This is an optimization exercise on Yosys and OpenROAD, whose aim is small area, a short achievable clock period and few clock cycles, not a production implementation.
Where RTL was checked, it was by simulation tests only, not by an equivalence proof against the original.

## alu
module alu(
    input clk,
    input rst,
    input start,
    input [31:0] A,
    input [31:0] B,
    input [2:0] ALUop,
    output reg [31:0] Result,
    output reg done
);
    reg        busy;    
    reg        a_lt_b;   
    reg  [4:0] cnt;     
    reg        abit;    
    wire mod_start = start & (ALUop == 3'd7) & ~busy;
    wire        inv   = busy | ~ALUop[0] | ALUop[1];
    wire        xsel  = ~busy | a_lt_b;
    wire [31:0] x     = xsel ? A : {Result[30:0], abit};
    wire [31:0] y     = inv ? ~B : B;
    wire [31:0] sum;
    wire        carry;                    
    assign {carry, sum} = {1'b0, x} + {1'b0, y} + {32'd0, inv};
    wire        ge    = (Result[31] | carry) & ~a_lt_b;
    wire [31:0] bm;
    genvar k;
    generate
        for (k = 0; k < 32; k = k + 1) begin : smear
            assign bm[k] = |B[31:k];
        end
    endgenerate
    wire lt4  = &(~A[31:4]  | bm[28:1]);
    wire lt8  = &(~A[31:8]  | bm[24:1]);
    wire lt12 = &(~A[31:12] | bm[20:1]);
    wire lt16 = &(~A[31:16] | bm[16:1]);
    reg [31:0] r0;
    reg [4:0]  j0;
    reg        a0;
    always @(*) begin
        if (lt4)       begin r0 = {4'd0,  A[31:4]};  j0 = 5'd3;  a0 = A[3];  end
        else if (lt8)  begin r0 = {8'd0,  A[31:8]};  j0 = 5'd7;  a0 = A[7];  end
        else if (lt12) begin r0 = {12'd0, A[31:12]}; j0 = 5'd11; a0 = A[11]; end
        else if (lt16) begin r0 = {16'd0, A[31:16]}; j0 = 5'd15; a0 = A[15]; end
        else           begin r0 = 32'd0;             j0 = 5'd31; a0 = A[31]; end
    end
    wire        last = a_lt_b | (cnt == 5'd0);
    wire [4:0]  cnt_m1 = cnt - 5'd1;
    wire       op_sum  = ALUop[2] & (ALUop[1] ^ ALUop[0]);      
    wire       use_sum = busy ? ge : op_sum;
    reg [31:0] other;
    always @(*) begin
  ...
Size in the first run: about 41 flip-flops, roughly 100 I/O pins, roughly 7700 um^2 of cells after synthesis.
==> module alu, before the edit <==
module alu(
    input clk,
    input rst,
    input start,
    input [31:0] A,
    input [31:0] B,
    input [2:0] ALUop,
    output reg [31:0] Result,
    output reg done
);
    reg        busy;    
    reg        a_lt_b;   
    reg  [4:0] cnt;     
    reg        abit;    
    wire mod_start = start & (ALUop == 3'd7) & ~busy;
    wire        inv   = busy | ~ALUop[0] | ALUop[1];
    wire        xsel  = ~busy | a_lt_b;
    wire [31:0] x     = xsel ? A : {Result[30:0], abit};
    wire [31:0] y     = inv ? ~B : B;
    wire [31:0] sum;
    wire        carry;                    
    assign {carry, sum} = {1'b0, x} + {1'b0, y} + {32'd0, inv};
    wire        ge    = (Result[31] | carry) & ~a_lt_b;
    wire [31:0] bm;
    genvar k;
    generate
        for (k = 0; k < 32; k = k + 1) begin : smear
            assign bm[k] = |B[31:k];
        end
    endgenerate
    wire lt4  = &(~A[31:4]  | bm[28:1]);
    wire lt8  = &(~A[31:8]  | bm[24:1]);
    wire lt12 = &(~A[31:12] | bm[20:1]);
    wire lt16 = &(~A[31:16] | bm[16:1]);
    reg [31:0] r0;
    reg [4:0]  j0;
    reg        a0;
    always @(*) begin
        if (lt4)       begin r0 = {4'd0,  A[31:4]};  j0 = 5'd3;  a0 = A[3];  end
        else if (lt8)  begin r0 = {8'd0,  A[31:8]};  j0 = 5'd7;  a0 = A[7];  end
        else if (lt12) begin r0 = {12'd0, A[31:12]}; j0 = 5'd11; a0 = A[11]; end
        else if (lt16) begin r0 = {16'd0, A[31:16]}; j0 = 5'd15; a0 = A[15]; end
        else           begin r0 = 32'd0;             j0 = 5'd31; a0 = A[31]; end
    end
    wire        last = a_lt_b | (cnt == 5'd0);
    wire [4:0]  cnt_m1 = cnt - 5'd1;
    wire       op_sum  = ALUop[2] & (ALUop[1] ^ ALUop[0]);      
    wire       use_sum = busy ? ge : op_sum;
    reg [31:0] other;
    always @(*) begin
        if (busy)
            other = x;
        else case (ALUop)
            3'd0: other = A & B;
            3'd1: other = A | B;
            3'd2: other = A ^ B;
            3'd3: other = ~(A | B);
            3'd4: other = {31'd0, ~carry};
            default: other = r0;
        endcase
    end
    wire [31:0] res_next = use_sum ? sum : other;
    always @(posedge clk) begin
        Result <= res_next;
        if (busy) begin
            cnt  <= cnt_m1;
            abit <= A[cnt_m1];
        end else begin
            cnt  <= j0;
            abit <= a0;
            a_lt_b <= ~carry;
        end
        if (rst) begin
            busy <= 1'b0;
            done <= 1'b0;
        end else begin
            done <= busy & last;
            if (mod_start)
                busy <= 1'b1;
            else if (busy & last)
                busy <= 1'b0;
        end
    end
endmodule
Settings: LEC_CHECK=0, CAP_MARGIN=20, CORE_MARGIN=2, CORE_UTILIZATION=40, SLEW_MARGIN=20; clock period 18.0 ns.
standard.sh (not shown) runs the stock make flow with config.mk's settings and CLKGATE_MAP_FILE= SYNTH_SCRIPT=/design/flow/synth_recipe.tcl, a recipe that flattens the netlist after the stock synthesis.
==> flow/flow/run.sh <==
#!/bin/bash
# The standard ORFS layout with two changes in how it is made (the clock
# period and all constraints stay those of the design):
#  - every port still gets a buffer, but a plain buf_1 instead of the
#    larger delay buffer buffer_ports picks by itself; the resizer upsizes
#    the ones on critical paths;
#  - repair_timing is asked to leave extra setup slack, so that it shortens
#    the paths that the 18 ns clock never pressures.
set -euo pipefail
bash standard.sh "BUFFER_PORTS_ARGS=-buffer_cell sky130_fd_sc_hd__buf_1" \
    SETUP_SLACK_MARGIN=11 finish > standard_flow.log 2>&1
The first run completed without violations.
Next try:
--- a/flow/design.v
+++ b/flow/design.v
@@ -1,5 +1,44 @@
+module adder(
+    input  [31:0] a,
+    input  [31:0] b,
+    input         cin,
+    output [31:0] sum,
+    output        cout
+);
+    wire [31:0] p = a ^ b;
+    wire [31:0] g = a & b;
+    wire [31:0] g0 = {g[31:1], g[0] | (p[0] & cin)};
+    wire [31:0] g1, p1, g2, p2, g3, p3, g4, p4, g5, p5;
+    sklansky_level #(0) l0(.gi(g0), .pi(p),  .go(g1), .po(p1));
+    sklansky_level #(1) l1(.gi(g1), .pi(p1), .go(g2), .po(p2));
+    sklansky_level #(2) l2(.gi(g2), .pi(p2), .go(g3), .po(p3));
+    sklansky_level #(3) l3(.gi(g3), .pi(p3), .go(g4), .po(p4));
+    sklansky_level #(4) l4(.gi(g4), .pi(p4), .go(g5), .po(p5));
+    assign sum  = p ^ {g5[30:0], cin};
+    assign cout = g5[31];
+endmodule
+module sklansky_level #(parameter L = 0) (
+    input  [31:0] gi,
+    input  [31:0] pi,
+    output [31:0] go,
+    output [31:0] po
+);
+    genvar i;
+    generate
+        for (i = 0; i < 32; i = i + 1) begin : bt
+            if ((i >> L) & 1) begin : comb
+                localparam integer J = ((i >> L) << L) - 1;
+                assign go[i] = gi[i] | (pi[i] & gi[J]);
+                assign po[i] = pi[i] & pi[J];
+            end else begin : pass
+                assign go[i] = gi[i];
+                assign po[i] = pi[i];
+            end
+        end
+    endgenerate
+endmodule
 module alu(
     input clk,
     input rst,
     input start,
     input [31:0] A,
@@ -17,11 +56,11 @@
     wire        xsel  = ~busy | a_lt_b;
     wire [31:0] x     = xsel ? A : {Result[30:0], abit};
     wire [31:0] y     = inv ? ~B : B;
     wire [31:0] sum;
     wire        carry;                    
-    assign {carry, sum} = {1'b0, x} + {1'b0, y} + {32'd0, inv};
+    adder add0(.a(x), .b(y), .cin(inv), .sum(sum), .cout(carry));
     wire        ge    = (Result[31] | carry) & ~a_lt_b;
     wire [31:0] bm;
     genvar k;
     generate
         for (k = 0; k < 32; k = k + 1) begin : smear
After rerunning: The changed run ran to the end with no violations; first-iteration DRC count fell by 15%; wire length rose by about 4.3%; global-route usage rose by 1.3 points; worst setup slack improves by 11 ps; clock-buffer cell count stays the same; hold slack degrades by 17 ps.
Testbench counts after the change, summed over its fixed seeds: cycles 4,341.
For the first run of this note, only the layout was checked, not whether the RTL still works.

what the ideal ports hide:
The flow's constraints put no driver on any port. The routed layouts listed below were extracted and timed again, unchanged, in two steps. Step 1 (the two cells are an assumption about what drives the block):
set clk [get_ports {clk}]
set_driving_cell -lib_cell sky130_fd_sc_hd__clkbuf_16 $clk
set_driving_cell -lib_cell sky130_fd_sc_hd__buf_2 [delete_from_list [all_inputs] $clk]
Step 2 times the ports against the registers' clock, not the clock port: input delays grow and output delays shrink by t, the midpoint of the rising clock arrivals with the driver on. Three values: ideal ports, drivers, drivers and shift; two values: the first two.
run | shift t [ns] | slack for setup (ns) | hold slack, ns | worst setup path at the end | worst register clock-pin slew, ns
the first run | 0.345 | 11.135 / 11.150 / 10.805 | 0.650 / 0.650 / 0.650 | input to register | 0.08 / 0.08
the second run | 0.346 | 11.146 / 11.152 / 10.806 | 0.633 / 0.633 / 0.633 | input to register | 0.07 / 0.07
After both steps every run listed still meets setup and hold. The setup slack of the second run, which loses most, moves by +0.006 ns with the drivers and by -0.340 ns with both steps.
